Source: an optimization exercise on an open RTL-to-GDS flow (aim: small area). Production flows keep margins and buffers that such runs may drop.
No run shown here included a check of the RTL's function; only the layout flow was run.
Power and IR drop assume default switching activity.

### design/flow/design.v
`timescale 1ns / 1ps
module LEDdecoder(
    input[3:0] char,
    output reg[6:0] LED
    );
  always @ (char) begin
      case(char)
        4'b0000:LED = 7'b0000001;	 
        4'b0001:LED = 7'b1001111;	 
        4'b0010:LED = 7'b0010010;	 
        4'b0011:LED = 7'b0000110;	 
        4'b0100:LED = 7'b1001100;	 
        4'b0101:LED = 7'b0100100;	 
        4'b0110:LED = 7'b0100000;	 
        4'b0111:LED = 7'b0001111;	 
        4'b1000:LED = 7'b0000000;	 
        4'b1001:LED = 7'b0000100;	 
        4'b1010:LED = 7'b1111110;	 
        4'b1011:LED = 7'b0111000;	 
        default:LED = 7'b1111111;	 
      endcase
  end
endmodule
`timescale 1ns / 1ps
module FourDigitLEDdriver(reset, clk, data, an3, an2, an1, an0, a, b, c, d, e, f, g, dp);
input clk, reset;
input wire [15:0] data;
output an3, an2, an1, an0;  
output a, b, c, d, e, f, g, dp;	 
wire [6:0] LED;
reg [3:0] char;  
reg [3:0] up;
wire an_slot = up[1] & ~up[0];
assign an3 = ~(an_slot & ~up[3] & ~up[2]);
assign an2 = ~(an_slot & ~up[3] &  up[2]);
assign an1 = ~(an_slot &  up[3] & ~up[2]);
assign an0 = ~(an_slot &  up[3] &  up[2]);
always@(posedge clk or posedge reset)
begin
	if (reset)
		char <= 4'b1100;
	else if (up[1:0] == 2'b11)
	begin
		case (up[3:2])
			2'b11: char <= data[15:12];
			2'b00: char <= data[11:8];
			2'b01: char <= data[7:4];
			default: char <= data[3:0];
		endcase
	end
end
always@(posedge clk or posedge reset)
begin
	if (reset)
		up <= 4'b0000;
	else
		up <= up + 1'b1;
end
LEDdecoder LEDdecoderINSTANCE (.char(char),.LED(LED));
assign {a, b, c, d, e, f, g} = LED;
assign dp = 1'b1;
endmodule
`timescale 1ns / 1ps
module baud_controller(reset, clk, baud_select, tick);
input clk, reset;
input [2:0] baud_select;
output tick;
reg [13:0] term;  
reg [13:0] counter;
always @(*) begin
    case (baud_select)
        3'b000: term = 14'd10416;
        3'b001: term = 14'd2603;
        3'b010: term = 14'd650;
        3'b011: term = 14'd325;
        3'b100: term = 14'd162;
        3'b101: term = 14'd80;
        3'b110: term = 14'd53;
        default: term = 14'd26;
    endcase
end
assign tick = &(counter | ~term);
always @(posedge clk or posedge reset)
begin
    if (reset)
        counter <= 0;
    else if (tick)
        counter <= 0;
    else
        counter <= counter + 1'b1;
end
endmodule
`timescale 1ns / 1ps
module transmitter_uart(reset, clk, tick, Tx_DATA, Tx_WR, TX_EN, TxD, TX_BUSY);
input clk, reset;
input tick;
input [7:0] Tx_DATA;
input TX_EN;
input Tx_WR;
output TxD;
output TX_BUSY;
reg [7:0] pos;
reg [7:0] data;
wire [3:0] b = pos[7:4];
wire idle = ~b[3] & ~b[2] & b[1];
wire stop_end = ~b[3] & ~b[1] & b[0] & (&pos[3:0]);
wire load = tick & TX_EN & Tx_WR & (idle | stop_end);
assign TX_BUSY = ~idle;
assign TxD = b[3] ? data[b[2:0]] : (~b[2] & (b[1] | b[0] | ^data));
always @(posedge clk or posedge reset)
begin
  if (reset)
    pos <= 8'h20;
  else if (load)
    pos <= 8'h70;
  else if (tick & ~idle)
    pos <= pos + 1'b1;
end
always @(posedge clk)
begin
  if (load)
    data <= Tx_DATA;
end
endmodule
`timescale 1ns / 1ps
module receiver_uart(reset, clk, tick, Rx_DATA, RX_EN, RxD, Rx_FERROR, Rx_PERROR, Rx_VALID);
input clk, reset;
input tick;
input RX_EN;
input RxD;
output reg [7:0] Rx_DATA;
output reg Rx_FERROR;  
output reg Rx_PERROR;  
output reg Rx_VALID;   
reg [7:0] pos;
reg s7;
wire [3:0] b = pos[7:4];
wire [3:0] cnt = pos[3:0];
wire idle   = ~b[3] & ~b[1] & b[0] & cnt[3];
wire data   = b[3];
wire parity = ~b[3] & ~b[2] & ~b[0];
wire stop   = ~b[3] & ~b[1] & b[0];
wire c5 = cnt == 4'd5;
wire c7 = cnt == 4'd7;
wire c9 = cnt == 4'd9;
wire s5 = Rx_DATA[7];
wire majority = (s5 & s7) | (s5 & RxD) | (s7 & RxD);
always @(posedge clk or posedge reset)
begin
  if (reset)
  begin
    pos <= 8'h18;
    Rx_FERROR <= 0;
    Rx_PERROR <= 0;
    Rx_VALID <= 0;
  end
  else if (tick)
  begin
    if (idle)
    begin
      if (RX_EN & ~RxD)
      begin
        pos <= 8'h70;
        Rx_FERROR <= 0;
        Rx_PERROR <= 0;
        Rx_VALID <= 0;
      end
    end
    else
    begin
      pos <= pos + 1'b1;
      if (data & c9 & (s5 != RxD || s7 != RxD))
        Rx_FERROR <= 1;
      if (parity & c7 & (RxD != ^Rx_DATA))
        Rx_PERROR <= 1;
      if (stop & c7)
      begin
        if (~RxD)
          Rx_FERROR <= 1;
        else if (~Rx_PERROR & ~Rx_FERROR)
          Rx_VALID <= 1;
      end
    end
  end
end
always @(posedge clk)
begin
  if (tick & data & c5)
    Rx_DATA <= {RxD, Rx_DATA[7:1]};
  else if (tick & data & c9)
    Rx_DATA[7] <= majority;
  if (tick & data & c7)
    s7 <= RxD;
end
endmodule
`timescale 1ns / 1ps
module uart(reset, clk, Tx_DATA, baud_select, Tx_WR, TX_EN, TX_BUSY, Rx_DATA, RX_EN, Rx_FERROR, Rx_PERROR, Rx_VALID);
  input clk, reset;
  input [7:0] Tx_DATA;
  input [2:0] baud_select;
  input TX_EN;
  input Tx_WR;
  output wire TX_BUSY;
  input RX_EN;
  output wire [7:0] Rx_DATA;
  output wire Rx_FERROR;  
  output wire Rx_PERROR;  
  output wire Rx_VALID;  
  wire tick;
  wire TxD;  
baud_controller baud(reset, clk, baud_select, tick);
transmitter_uart T(reset, clk, tick, Tx_DATA, Tx_WR, TX_EN, TxD, TX_BUSY);
receiver_uart R(reset, clk, tick, Rx_DATA, RX_EN, TxD, Rx_FERROR, Rx_PERROR, Rx_VALID);
endmodule
`timescale 1ns / 1ps
module final_circuit(reset, clk, an3, an2, an1, an0, a, b, c, d, e, f, g, dp, baud_select, Tx_WR, TX_EN, TX_BUSY, Tx_DATA, RX_EN, Rx_FERROR, Rx_PERROR, Rx_VALID);
input clk, reset;
output wire an3, an2, an1, an0;  
output wire a, b, c, d, e, f, g, dp;	 
input [7:0] Tx_DATA;
input [2:0] baud_select;
input TX_EN;
input Tx_WR;
output wire TX_BUSY;
input RX_EN;
output wire Rx_FERROR;  
output wire Rx_PERROR;  
output wire Rx_VALID;  
  reg packets;  
  reg valid_q;  
  wire [7:0] Rx_DATA;
  reg [15:0] output_data;  
  reg [7:0] current_data;  
  wire take = Rx_VALID & ~valid_q;
  uart uart(reset, clk, Tx_DATA, baud_select, Tx_WR, TX_EN, TX_BUSY, Rx_DATA, RX_EN, Rx_FERROR, Rx_PERROR, Rx_VALID);
  always @(posedge clk or posedge reset) begin
    if (reset) begin
      packets <= 0;
      valid_q <= 0;
      output_data <= 16'b1100110011001100;
    end
    else begin
      valid_q <= Rx_VALID;
      if (take)
        packets <= ~packets;
      if (Rx_FERROR || Rx_PERROR)
        output_data <= 16'b1011101110111011;
      else if (take & packets)
        output_data <= {current_data, Rx_DATA};
    end
  end
  always @(posedge clk) begin
    if (take & ~packets)
      current_data <= Rx_DATA;
  end
FourDigitLEDdriver led_driver(reset, clk, output_data, an3, an2, an1, an0, a, b, c, d, e, f, g, dp);
endmodule
### design/flow/run.sh
#!/bin/bash
# synth_recipe.tcl (not shown) runs the flow's synth.tcl, then flattens the netlist and writes it again
# the make line also repeats each setting of config.mk as NAME=value (left out here)
make -C /OpenROAD-flow-scripts/flow DESIGN_CONFIG=/design/flow/config.mk WORK_HOME=/design/flow/orfs CLKGATE_MAP_FILE= SYNTH_SCRIPT=/design/flow/synth_recipe.tcl finish
### design/flow/config.mk
export PLATFORM = sky130hd
export DESIGN_NAME = final_circuit
export DESIGN_NICKNAME = final_circuit
export VERILOG_FILES = /design/flow/design.v
export SDC_FILE = /design/flow/constraint.sdc
export NUM_CORES = 4
export LEC_CHECK = 0
export CAP_MARGIN = 20
export CORE_MARGIN = 2
export CORE_UTILIZATION = 40
export PLACE_DENSITY = 0.6
export SLEW_MARGIN = 20
### design/flow/constraint.sdc
create_clock -name core_clock -period 20.0 [get_ports {clk}]
set_input_delay 4.0000 -clock core_clock [delete_from_list [all_inputs] [get_ports {clk}]]
set_output_delay 4.0000 -clock core_clock [all_outputs]
set_load 0.01 [all_outputs]
==> results.txt, run 1 <==
largest incremental delay on the critical path=around 0.84 ns; number of buffers between clock root and the deepest sink=2; Worst slew margin=0.365; DR vias/cell=approximately 5.4; Fin Setup TNS=0 ns; yosys synthesis warning count=6; transition at the pin with the smallest max-transition slack=~0.95 ns; number of I/O port buffers=30; count of cells along the worst register-to-register path=6; Final Non-Filler Cells=approximately 540; area of combinational cells with multiple inputs=about 1900 sq um; Final Critical Period=6.98 ns; async set-reset flop share out of synthesis=0.702; count of flip-flops with a built-in enable after synthesis=25; Routed Wire Length=7850 microns; total standard cell area after synthesis=roughly 4300 sq um; final-report max-slew violation count=0; required time reported for the critical path endpoint=about 20 ns; crit end category=flop; x dimension of the die=107 microns; half-perimeter wire length of the detailed placement result=~5500 microns; cell types with the largest area share after synthesis=sky130_fd_sc_hd__dfrtp_1, sky130_fd_sc_hd__edfxtp_1, sky130_fd_sc_hd__dfstp_2; first-pass GRT wire length=13900 microns; layout net count=431; cell taking the most area after synthesis=sky130_fd_sc_hd__dfrtp_1; vertical die dimension=between 100 and 150 microns; final standard cell area without fillers=4810 sq um; sequential share of power=0.523; most frequent standard cell in the layout excluding fill and tap cells=sky130_fd_sc_hd__dfrtp_1; TritonCTS clock tree=built; net count after synthesis=slightly above 400; number of buffers created by CTS=9; FMAX=143 MHz; peak ir drop on the vdd network=roughly 0.04 mV; fraction of power consumed by the clock network=0.234; kind of cell adding the most delay to the critical path=simple AND/OR/NAND/NOR gates; setup repair after global routing missed its margin=false; maximum level of the CTS H-tree=3; number of setup violations in the final report=0; worst hold-check path type=reg2reg; Total Routing Usage GR=0.151; number of buffers inserted by post-CTS setup repair=0; placer's final routability congestion estimate=between 0.7 and 0.8; class of the most critical setup path=in2reg; pin count of the biggest net entering global routing=60; number of buffers added to fix hold violations after cts=0; antenna violations before repair=0; synthesized instance count=380; area growth from synthesis to final layout=13.2%; Cell variety after synth=60; number of max-cap violations=0; Hold Path End=valid_q$_DFF_PP0_; average routed wire per standard cell=between 10 and 15 microns; leakage dissipation=0.00188 uW; number of nets with antenna violations after routing=0; share of layout cells above drive strength 1=0.106; num rows=37; final clock period utilization by the worst path=0.349; total count of hold-check failures in the final report=0; Crit Path Max Fanout=26; setup slack, reg-to-reg=17.01 ns; placed instance count=~530; arrival time worst endpoint=around 7.0 ns; commonest cells after routing, fill and taps aside=sky130_fd_sc_hd__dfrtp_1, sky130_fd_sc_hd__nor2_1, sky130_fd_sc_hd__clkdlybuf4s50_1; Register Area=2240 sq um; status=timing/DRC/antenna clean; terminus of the critical flop-to-flop path=uart.R.Rx_DATA[7]$_DFFE_PP_; startpoint of the tightest hold check path=uart.R.Rx_VALID$_DFFE_PP0P_; residual overflow from global routing=0; count of boundary I/O pins=32; Reg-to-Reg Start=uart.baud.counter[2]$_DFF_PP0_; Logic pwr share=0.243; number of filler instances in the final layout=just under 1000; worst path cell trace=clkdlybuf4s50_1 > nor3b_2 > o21ai_1 > a211o_1 > or3_1 > nor4_2 > mux2i_1; final routed DRC violation total=0; hold depth=0; Net Sw Frac=0.321; via count of the first global-routing pass=approximately 2800; Critical-path top delay cell=sky130_fd_sc_hd__nor4_2; power density relative to cell area=between 90 and 100 nW/um^2; minimum hold slack=approximately 0.46 ns; count of clock tree sinks=84; core area=between 10000 and 15000 sq um; most used flip-flop cell after synthesis=sky130_fd_sc_hd__dfrtp_1; internal power of the cells=315 uW; Post-CTS Resized=0; insertion delay to the later sink of the worst-skew pair=0.34 ns; #FFs+latches synth=84; area of placed instances=between 4000 and 5000 sq um; DRT iter0 DRCs=roughly 140; fraction of synthesized cell area taken by the top area cell type=0.271; Sw Pwr=between 100 and 150 uW; Layout Skew=approximately 0.014 ns; number of iterations in the first detailed-routing pass=4; Via Count=2925; Worst-path clk slew=0.09 ns; area of the die=11500 sq um; antenna diode count=0; proportion of synthesized chip area in sequential cells=0.528; Clock Tree Root=sky130_fd_sc_hd__clkbuf_8; Critical Path Start Type=input port; Syn Area/Cell=between 10 and 15 sq um; total buffers and inverters traversed by the critical path=1; Starting Density=0.412
-- power groups by stage --
stage | clock network [uW] | registers (uW) | logic, uW
CTS | 113 | 243 | 114
finish | 108 | 242 | 113
global placement | 0 | 245 | 109
global route | 120 | 248 | 128
detailed placement | 0 | 245 | 114
floorplan | 0 | 232 | 85.6
-- worst max-delay path by stage --
stage	slack (ns)	cells past startpoint	startpoint	to
after CTS	13.02	7	baud_select[1]	uart.R.Rx_DATA[7]$_DFFE_PP_
after global routing	12.80	7	baud_select[1]	uart.R.Rx_DATA[7]$_DFFE_PP_
after floorplan	13.60	7	baud_select[0]	uart.T.pos[2]$_DFFE_PP0P_
after detailed placement	12.64	7	baud_select[1]	uart.R.Rx_DATA[7]$_DFFE_PP_
final	13.02	7	baud_select[1]	uart.R.Rx_DATA[7]$_DFFE_PP_
after global placement	12.80	7	baud_select[1]	uart.R.Rx_DATA[7]$_DFFE_PP_
-- through the flow --
step                      power, uW  utilization  worst slack (ns)
final                           463        0.466             13.02
after global routing            497        0.466             12.80
after CTS                       470        0.466             13.02
after detailed placement        360        0.449             12.64
after global placement          354        0.449             12.80
after floorplan                 317            -             13.60
-- cell usage after synthesis, types with 8 or more instances --
library cell and n:
sky130_fd_sc_hd__a21oi_1 13, sky130_fd_sc_hd__xor2_1 11, sky130_fd_sc_hd__o21ai_0 12, sky130_fd_sc_hd__inv_1 13, sky130_fd_sc_hd__xnor2_1 21, sky130_fd_sc_hd__ha_1 14
sky130_fd_sc_hd__nor2_1 31, sky130_fd_sc_hd__dfrtp_1 46, sky130_fd_sc_hd__o22a_1 13, sky130_fd_sc_hd__clkbuf_1 13, sky130_fd_sc_hd__nand2_1 20, sky130_fd_sc_hd__dfstp_2 13
sky130_fd_sc_hd__edfxtp_1 25, sky130_fd_sc_hd__or3_1 9, sky130_fd_sc_hd__and3_1 8, sky130_fd_sc_hd__nand3_1 11, sky130_fd_sc_hd__nor3_1 9
-- flip-flops by register name (all words and copies together) (netlist names), 4 cells and up --
name	cells
uart.baud.counter	14
led_driver.up	4
output_data	16
led_driver.char	4
uart.R.pos	8
uart.R.Rx_DATA	8
uart.T.pos	8
uart.T.data	8
current_data	8
-- layer usage --
metal | vias up | wire length [microns] | track usage
li1 | 1423 | - | -
met5 | - | 0 | 0
met3 | 11 | 172 | 0.0219
met4 | 0 | 109 | 0.0538
met2 | 35 | 3880 | 0.249
met1 | 1456 | 3690 | 0.204
-- kinds of logic after synthesis --
group | share of synthesized area
simple gates | 0.150
flops | 0.528
compound gates | 0.137
buf+inv | 0.0383
xor+xnor | 0.0659
fa+ha+maj | 0.0412
mux | 0.0383
other cells | 0.000882
-- worst register-to-register path: cells and delay by family, from the launching register on --
kind               cells  cell delay (ns)
AOI/OAI and AO/OA      3             0.57
DFF                    1             0.46
muxes                  1             0.17
and+or+nand+nor        2             1.50
-- layout make-up --
| cell class | instances | area share |
|---|---|---|
| sequential | 84 | 0.466 |
| clock buffer | 9 | 0.0257 |
| multi-input combinational | 261 | 0.387 |
| tap | 136 | 0.0354 |
| timing repair buffer | 32 | 0.0655 |
| inverter | 13 | 0.0101 |
| clock inverter | 7 | 0.0104 |
==> run 2, diff against run 1 <==
--- a/design/flow/config.mk
+++ b/design/flow/config.mk
@@ -8,5 +8,8 @@
 export CAP_MARGIN = 20
 export CORE_MARGIN = 2
 export CORE_UTILIZATION = 40
+export CTS_BUF_LIST = sky130_fd_sc_hd__clkbuf_16
+export CTS_CLUSTER_DIAMETER = 500
+export CTS_CLUSTER_SIZE = 100
 export PLACE_DENSITY = 0.6
 export SLEW_MARGIN = 20
==> results.txt, run 2 <==
setup repair after global routing missed its margin=false; share of layout cells above drive strength 1=0.106 (unchanged); final worst-path setup slack=13.00 ns (-0.0231 ns); required time reported for the critical path endpoint=20.05 ns (-0.02 ns); worst path cell trace=clkdlybuf4s50_1 > nor3b_2 > o21ai_1 > a211o_1 > or3_1 > nor4_2 > mux2i_1; Worst slew margin=0.374 (+0.00896); most used flip-flop cell after synthesis=sky130_fd_sc_hd__dfrtp_1; Critical Path Start Type=input port; adder and majority cell fraction of the synthesized area=0.0412 (unchanged); commonest cells after routing, fill and taps aside=sky130_fd_sc_hd__dfrtp_1, sky130_fd_sc_hd__nor2_1, sky130_fd_sc_hd__clkdlybuf4s50_1; transition at the pin with the smallest max-transition slack=0.937 ns (-0.0134 ns); antenna diode count=0 (unchanged); number of nets with antenna violations after routing=0 (unchanged); count of clock tree sinks=84 (unchanged); average routed wire per standard cell=14.5 microns (+0.19%); largest family of logic cells by synthesized area=simple AND/OR/NAND/NOR gates; top flop regs=output_data: 16 flops, uart.baud.counter: 14 flops; number of buffers between clock root and the deepest sink=2 (unchanged); cell taking the most area after synthesis=sky130_fd_sc_hd__dfrtp_1; #FFs+latches synth=84 (unchanged); crit end category=flop; power after layout=508 uW (+9.6%); total count of hold-check failures in the final report=0 (unchanged); Routed Wire Length=7860 microns (+0.19%); count of boundary I/O pins=32 (unchanged); commonest cells in the synthesized netlist=sky130_fd_sc_hd__dfrtp_1, sky130_fd_sc_hd__nor2_1, sky130_fd_sc_hd__edfxtp_1; number of filler instances in the final layout=954 (-1.4%); arrival time worst endpoint=7.05 ns (about the same); num rows=37 (unchanged); class of the most critical setup path=in2reg; x dimension of the die=107 microns (unchanged); fraction of synthesized cell area taken by the top area cell type=0.271 (unchanged); maximum level of the CTS H-tree=3 (unchanged); number of max-cap violations=0 (unchanged); number of I/O port buffers=30 (unchanged); vertical die dimension=107 microns (unchanged); yosys synthesis warning count=6 (unchanged); peak ir drop on the vdd network=0.0449 mV (+9.1%); leakage dissipation=0.00193 uW (+2.5%); Critical-path top delay cell=sky130_fd_sc_hd__nor4_2; core area=10300 sq um (unchanged); number of buffers inserted by post-CTS setup repair=0 (unchanged); final routed DRC violation total=0 (unchanged); simple-gate portion of the synthesized area=0.150 (unchanged); worst hold-check path type=reg2reg; placer's final routability congestion estimate=0.789 (unchanged); Cell variety after synth=60 (unchanged); async set-reset flop share out of synthesis=0.702 (unchanged); Layout Skew=0.00960 ns (-0.00469 ns); largest incremental delay on the critical path=0.84 ns (about the same); number of iterations in the first detailed-routing pass=4 (unchanged); total standard cell area after synthesis=4250 sq um (unchanged); Clock Tree Root=sky130_fd_sc_hd__clkbuf_16; Post-CTS Resized=0 (unchanged); FMAX=143 MHz (-0.33%); pin count of the biggest net entering global routing=60 (unchanged); most common cell in the netlist=sky130_fd_sc_hd__dfrtp_1; Core Util, Final=0.476 (+0.00982); Total Routing Usage GR=0.152 (+0.000910); power density relative to cell area=103 nW/um^2 (+7.3%); number of buffers created by CTS=9 (unchanged); half-perimeter wire length of the detailed placement result=5460 microns (unchanged); count of flip-flops with a built-in enable after synthesis=25 (unchanged); proportion of synthesized chip area in sequential cells=0.528 (unchanged); register name with the most flops=output_data; number of setup violations in the final report=0 (unchanged); via count of the first global-routing pass=2797 (-0.50%); area growth from synthesis to final layout=15.6%; Syn Area/Cell=11.2 sq um (unchanged); most frequent standard cell in the layout excluding fill and tap cells=sky130_fd_sc_hd__dfrtp_1; Crit Path Max Fanout=26 (unchanged); Final Critical Period=7.00 ns (+0.0231 ns); area of the die=11500 sq um (unchanged); antenna violations before repair=0 (unchanged); insertion delay to the later sink of the worst-skew pair=0.33 ns (about the same); status=timing/DRC/antenna clean; Fin Setup TNS=0 ns (unchanged); residual overflow from global routing=0 (unchanged); cell types with the largest area share after synthesis=sky130_fd_sc_hd__dfrtp_1, sky130_fd_sc_hd__edfxtp_1, sky130_fd_sc_hd__dfstp_2; net count after synthesis=410 (unchanged); number of flip-flops under the largest register name=16 (unchanged); layout net count=431 (unchanged); Starting Density=0.412 (unchanged); multiplexer share of the synthesized area=0.0383 (unchanged); DR vias/cell=5.40 (about the same); final-report max-slew violation count=0 (unchanged); final clock period utilization by the worst path=0.350 (+0.00115); area fraction in compound gates after synthesis=0.137 (unchanged); post-synthesis share of cell area spent on xor and xnor gates=0.0659 (unchanged); Via Count=2926 (+0.034%); synthesized instance count=380 (unchanged); DRT iter0 DRCs=153 (+10%); TritonCTS clock tree=built; first-pass GRT wire length=13900 microns (unchanged); pre-CTS worst setup slack=12.64 ns (unchanged); Worst-path clk slew=0.07 ns (-0.02 ns); number of buffers added to fix hold violations after cts=0 (unchanged)
-- run 2: critical path, delay by kind of cell --
family	cells	cell delay, ns
AO/OA/AOI/OAI	2	0.43
buffers and inverters	1	0.70
multiplexers	1	0.17
AND/OR/NAND/NOR	3	1.74
-- run 2: metal layers --
metal,part of all wire,up-vias,GRT usage
li1,-,1430,-
met1,0.46,1441,0.202
met2,0.50,46,0.250
met3,0.028,9,0.0237
met4,0.014,0,0.0603
met5,0,-,0
-- run 2: power by group --
group / switching, uW / leakage [uW] / internal [uW]
clock: 67.7 / 0.000130 / 84.5
combinational: 52.7 / 0.000829 / 60.0
sequential: 33.7 / 0.000967 / 209
total: 154 / 0.00193 / 354
-- run 2: final cells by class --
class | count | area, sq um | area share
clock inverters | 7 | 50.0 | 0.0102
inverters | 13 | 48.8 | 0.00993
well taps | 136 | 170 | 0.0346
clock buffers | 9 | 225 | 0.0458
repair buffers | 32 | 315 | 0.0642
flip-flops and latches | 84 | 2240 | 0.456
multi-input cells | 261 | 1860 | 0.379
-- run 2: kinds of logic (layout without fill, tap and decap cells) --
| kind of cell | after synthesis | after routing |
|---|---|---|
| buf+inv | 35 | 61 |
| simple gates | 121 | 121 |
| fa+ha+maj | 14 | 14 |
| xor+xnor | 32 | 32 |
| compound gates | 82 | 82 |
| other cells | 1 | 1 |
| flops | 84 | 84 |
| mux | 11 | 11 |
-- run 2: per-stage QoR --
step	hold slack, ns	cell area, sq um	instances
2_1_floorplan	0.436	4250	380
3_3_place_gp	0.435	4640	526
3_5_place_dp	0.444	4640	526
4_1_cts	0.460	4910	542
5_1_grt	0.465	4910	542
6_report	0.451	4910	542
-- run 2: worst paths after layout --
| check | from | to | slack [ns] | cells past startpoint |
|---|---|---|---|---|
| setup / recovery | baud_select[1] | uart.R.Rx_DATA[7]$_DFFE_PP_ | 13.00 | 7 |
| hold / removal | uart.R.Rx_VALID$_DFFE_PP0P_ | valid_q$_DFF_PP0_ | 0.45 | 0 |
| setup reg to reg | uart.baud.counter[2]$_DFF_PP0_ | uart.R.Rx_DATA[7]$_DFFE_PP_ | 17.00 | 6 |
| hold reg to reg | uart.R.Rx_VALID$_DFFE_PP0P_ | valid_q$_DFF_PP0_ | 0.45 | 0 |
| max in group asynchronous | reset | uart.R.pos[6]$_DFFE_PP0P_ | 15.33 | 3 |
| min in group asynchronous | reset | output_data[1]$_DFFE_PP0P_ | 4.20 | 3 |
==> run 3, diff against run 2 <==
--- a/design/flow/config.mk
+++ b/design/flow/config.mk
@@ -8,8 +8,8 @@
 export CAP_MARGIN = 20
 export CORE_MARGIN = 2
 export CORE_UTILIZATION = 40
-export CTS_BUF_LIST = sky130_fd_sc_hd__clkbuf_16
-export CTS_CLUSTER_DIAMETER = 500
-export CTS_CLUSTER_SIZE = 100
+export CTS_BUF_LIST = sky130_fd_sc_hd__clkbuf_8
+export CTS_CLUSTER_DIAMETER = 100
+export CTS_CLUSTER_SIZE = 30
 export PLACE_DENSITY = 0.6
 export SLEW_MARGIN = 20
==> results.txt, run 3 <==
pin count of the biggest net entering global routing=60 (unchanged); total standard cell area after synthesis=4250 sq um (unchanged); cell types with the largest area share after synthesis=sky130_fd_sc_hd__dfrtp_1, sky130_fd_sc_hd__edfxtp_1, sky130_fd_sc_hd__dfstp_2; number of max-cap violations=0 (unchanged); fraction of power consumed by the clock network=0.234 (-0.066); Worst-path clk slew=0.09 ns (+0.02 ns); vertical die dimension=107 microns (unchanged); internal power of the cells=315 uW (-11%); area of the die=11500 sq um (unchanged); number of setup violations in the final report=0 (unchanged); transition at the pin with the smallest max-transition slack=0.950 ns (+0.0134 ns); final routed DRC violation total=0 (unchanged); DRT iter0 DRCs=139 (-9.2%); arrival time worst endpoint=7.04 ns (about the same); net count after synthesis=410 (unchanged); Layout Skew=0.0143 ns (+0.00469 ns); half-perimeter wire length of the detailed placement result=5460 microns (unchanged); yosys synthesis warning count=6 (unchanged); number of buffers between clock root and the deepest sink=2 (unchanged); num rows=37 (unchanged); number of buffers inserted by post-CTS setup repair=0 (unchanged); most common cell in the netlist=sky130_fd_sc_hd__dfrtp_1; number of filler instances in the final layout=968 (+1.5%); average routed wire per standard cell=14.5 microns (-0.19%); maximum level of the CTS H-tree=3 (unchanged); worst hold-check path type=reg2reg; Final Critical Period=6.98 ns (-0.0231 ns); setup slack, reg-to-reg=17.01 ns (about the same); adder and majority cell fraction of the synthesized area=0.0412 (unchanged); number of I/O port buffers=30 (unchanged); commonest cells in the synthesized netlist=sky130_fd_sc_hd__dfrtp_1, sky130_fd_sc_hd__nor2_1, sky130_fd_sc_hd__edfxtp_1; count of clock tree sinks=84 (unchanged); number of iterations in the first detailed-routing pass=4 (unchanged); FMAX=143 MHz (+0.33%); class of the most critical setup path=in2reg; post-synthesis share of cell area spent on xor and xnor gates=0.0659 (unchanged); share of layout cells above drive strength 1=0.106 (unchanged); synthesized instance count=380 (unchanged); fraction of synthesized cell area taken by the top area cell type=0.271 (unchanged); hold depth=0 (unchanged); register name with the most flops=output_data; via count of the first global-routing pass=2811 (+0.50%); multiplexer share of the synthesized area=0.0383 (unchanged); top flop regs=output_data: 16 flops, uart.baud.counter: 14 flops; core area=10300 sq um (unchanged); total count of hold-check failures in the final report=0 (unchanged); count of cells along the worst register-to-register path=6 (unchanged); Critical Path Start Type=input port; leakage dissipation=0.00188 uW (-2.4%); count of flip-flops with a built-in enable after synthesis=25 (unchanged); total buffers and inverters traversed by the critical path=1 (unchanged); cell taking the most area after synthesis=sky130_fd_sc_hd__dfrtp_1; number of buffers created by CTS=9 (unchanged); Sw Pwr=149 uW (-3.4%); number of buffers added to fix hold violations after cts=0 (unchanged); Clock Tree Root=sky130_fd_sc_hd__clkbuf_8; area growth from synthesis to final layout=13.2%; first-pass GRT wire length=13900 microns (unchanged); final standard cell area without fillers=4810 sq um (-2.1%); status=timing/DRC/antenna clean; Net Sw Frac=0.321 (+0.0179); TritonCTS clock tree=built; worst path cell trace=clkdlybuf4s50_1 > nor3b_2 > o21ai_1 > a211o_1 > or3_1 > nor4_2 > mux2i_1; #FFs+latches synth=84 (unchanged); Logic pwr share=0.243 (+0.021); insertion delay to the later sink of the worst-skew pair=0.34 ns (about the same); Crit Path Max Fanout=26 (unchanged); setup repair after global routing missed its margin=false; Total Routing Usage GR=0.151 (-0.000910); crit end category=flop; number of flip-flops under the largest register name=16 (unchanged); power density relative to cell area=96.3 nW/um^2 (-6.8%); simple-gate portion of the synthesized area=0.150 (unchanged); Reg-to-Reg Start=uart.baud.counter[2]$_DFF_PP0_; antenna violations before repair=0 (unchanged); final-report max-slew violation count=0 (unchanged); Starting Density=0.412 (unchanged); async set-reset flop share out of synthesis=0.702 (unchanged); largest family of logic cells by synthesized area=simple AND/OR/NAND/NOR gates; number of nets with antenna violations after routing=0 (unchanged); most used flip-flop cell after synthesis=sky130_fd_sc_hd__dfrtp_1; x dimension of the die=107 microns (unchanged); Worst slew margin=0.365 (-0.00896); Cell variety after synth=60 (unchanged); placer's final routability congestion estimate=0.789 (unchanged); layout net count=431 (unchanged); peak ir drop on the vdd network=0.0412 mV (-8.3%); sequential share of power=0.523 (+0.045); DR vias/cell=5.40 (about the same); kind of cell adding the most delay to the critical path=simple AND/OR/NAND/NOR gates; residual overflow from global routing=0 (unchanged); required time reported for the critical path endpoint=20.07 ns (+0.02 ns); antenna diode count=0 (unchanged); proportion of synthesized chip area in sequential cells=0.528 (unchanged); Critical-path top delay cell=sky130_fd_sc_hd__nor4_2; final clock period utilization by the worst path=0.349 (-0.00115); largest incremental delay on the critical path=0.84 ns (about the same); Post-CTS Resized=0 (unchanged); Fin Setup TNS=0 ns (unchanged); count of boundary I/O pins=32 (unchanged); Via Count=2925 (-0.034%); commonest cells after routing, fill and taps aside=sky130_fd_sc_hd__dfrtp_1, sky130_fd_sc_hd__nor2_1, sky130_fd_sc_hd__clkdlybuf4s50_1; Critical Path Start=baud_select[1]; area fraction in compound gates after synthesis=0.137 (unchanged); startpoint of the tightest hold check path=uart.R.Rx_VALID$_DFFE_PP0P_; Hold Path End=valid_q$_DFF_PP0_; most frequent standard cell in the layout excluding fill and tap cells=sky130_fd_sc_hd__dfrtp_1; Syn Area/Cell=11.2 sq um (unchanged); area of placed instances=4640 sq um (unchanged); Routed Wire Length=7850 microns (-0.19%); terminus of the critical flop-to-flop path=uart.R.Rx_DATA[7]$_DFFE_PP_
-- run 3: cell counts after synthesis --
Identical to the previous run, type by type.
-- run 3: layout make-up --
class	instances	area, sq um	share of cell area
Sequential cell	84	2240	0.466
Multi-Input combinational cell	261	1860	0.387
Timing Repair Buffer	32	315	0.0655
Tap cell	136	170	0.0354
Clock buffer	9	124	0.0257
Clock inverter	7	50.0	0.0104
Inverter	13	48.8	0.0101
-- run 3: routing by layer --
layer	GRT usage	vias up	share of wire
met4	0.0538	0	0.014
li1	-	1423	-
met5	0	-	0
met3	0.0219	11	0.022
met1	0.204	1456	0.47
met2	0.249	35	0.49
-- run 3: kinds of logic (layout without fill, tap and decap cells) --
| kind of cell | count (synthesis) | count (layout) |
|---|---|---|
| DFF | 84 | 84 |
| muxes | 11 | 11 |
| buffers and inverters | 35 | 61 |
| other | 1 | 1 |
| adders and majority gates | 14 | 14 |
| and+or+nand+nor | 121 | 121 |
| AOI/OAI and AO/OA | 82 | 82 |
| xor gates and xnor gates | 32 | 32 |
-- run 3: worst max-delay path by stage --
| stage | depth (start not counted) | slack, ns | end |
|---|---|---|---|
| 4_1_cts | 7 | 13.02 | uart.R.Rx_DATA[7]$_DFFE_PP_ |
| 3_5_place_dp | 7 | 12.64 | uart.R.Rx_DATA[7]$_DFFE_PP_ |
| 6_report | 7 | 13.02 | uart.R.Rx_DATA[7]$_DFFE_PP_ |
| 3_3_place_gp | 7 | 12.80 | uart.R.Rx_DATA[7]$_DFFE_PP_ |
| 2_1_floorplan | 7 | 13.60 | uart.T.pos[2]$_DFFE_PP0P_ |
| 5_1_grt | 7 | 12.80 | uart.R.Rx_DATA[7]$_DFFE_PP_ |
-- run 3: stage by stage --
step                std cells  total power, uW  setup WS [ns]  hold slack, ns   util
floorplan                 380              317          13.60           0.436      -
global placement          526              354          12.80           0.435  0.449
detailed placement        526              360          12.64           0.444  0.449
CTS                       542              470          13.02           0.465  0.466
global route              542              497          12.80           0.473  0.466
finish                    542              463          13.02           0.457  0.466
-- run 3: power by group through the flow --
stage          registers, uW  clock network (uW)  logic, uW
2_1_floorplan            232                   0       85.6
3_3_place_gp             245                   0        109
3_5_place_dp             245                   0        114
4_1_cts                  243                 113        114
5_1_grt                  248                 120        128
6_report                 242                 108        113

==> separate check: timing with driven ports <==
The results above use ideal ports. As a check the final layouts listed here were re-extracted and re-timed, cells and wires unchanged.
Step 1: set_driving_cell puts a clkbuf_16 on clk and a buf_2 on each other input, an assumption about the parent block.
Step 2 adds t to the input delays and takes it off the output delays; t is the mean of the earliest and latest rising clock arrival at the registers after step 1. Input paths then give back, and output paths get back, about the clock's delay inside the block.
Three values: ideal, step 1, step 2; two values: the first two.
run | shift t [ns] | slack for setup (ns) | clock arrival spread, ns | cell pins on the clock port's net
run 1 | 0.370 | 13.023 / 13.031 / 12.661 | 0.015 / 0.016 | 1
run 2 | 0.364 | 13.000 / 13.012 / 12.648 | 0.011 / 0.010 | 1
run 3 | 0.370 | 13.023 / 13.031 / 12.661 | 0.015 / 0.016 | 1
After both steps setup and hold are still met in every run listed.
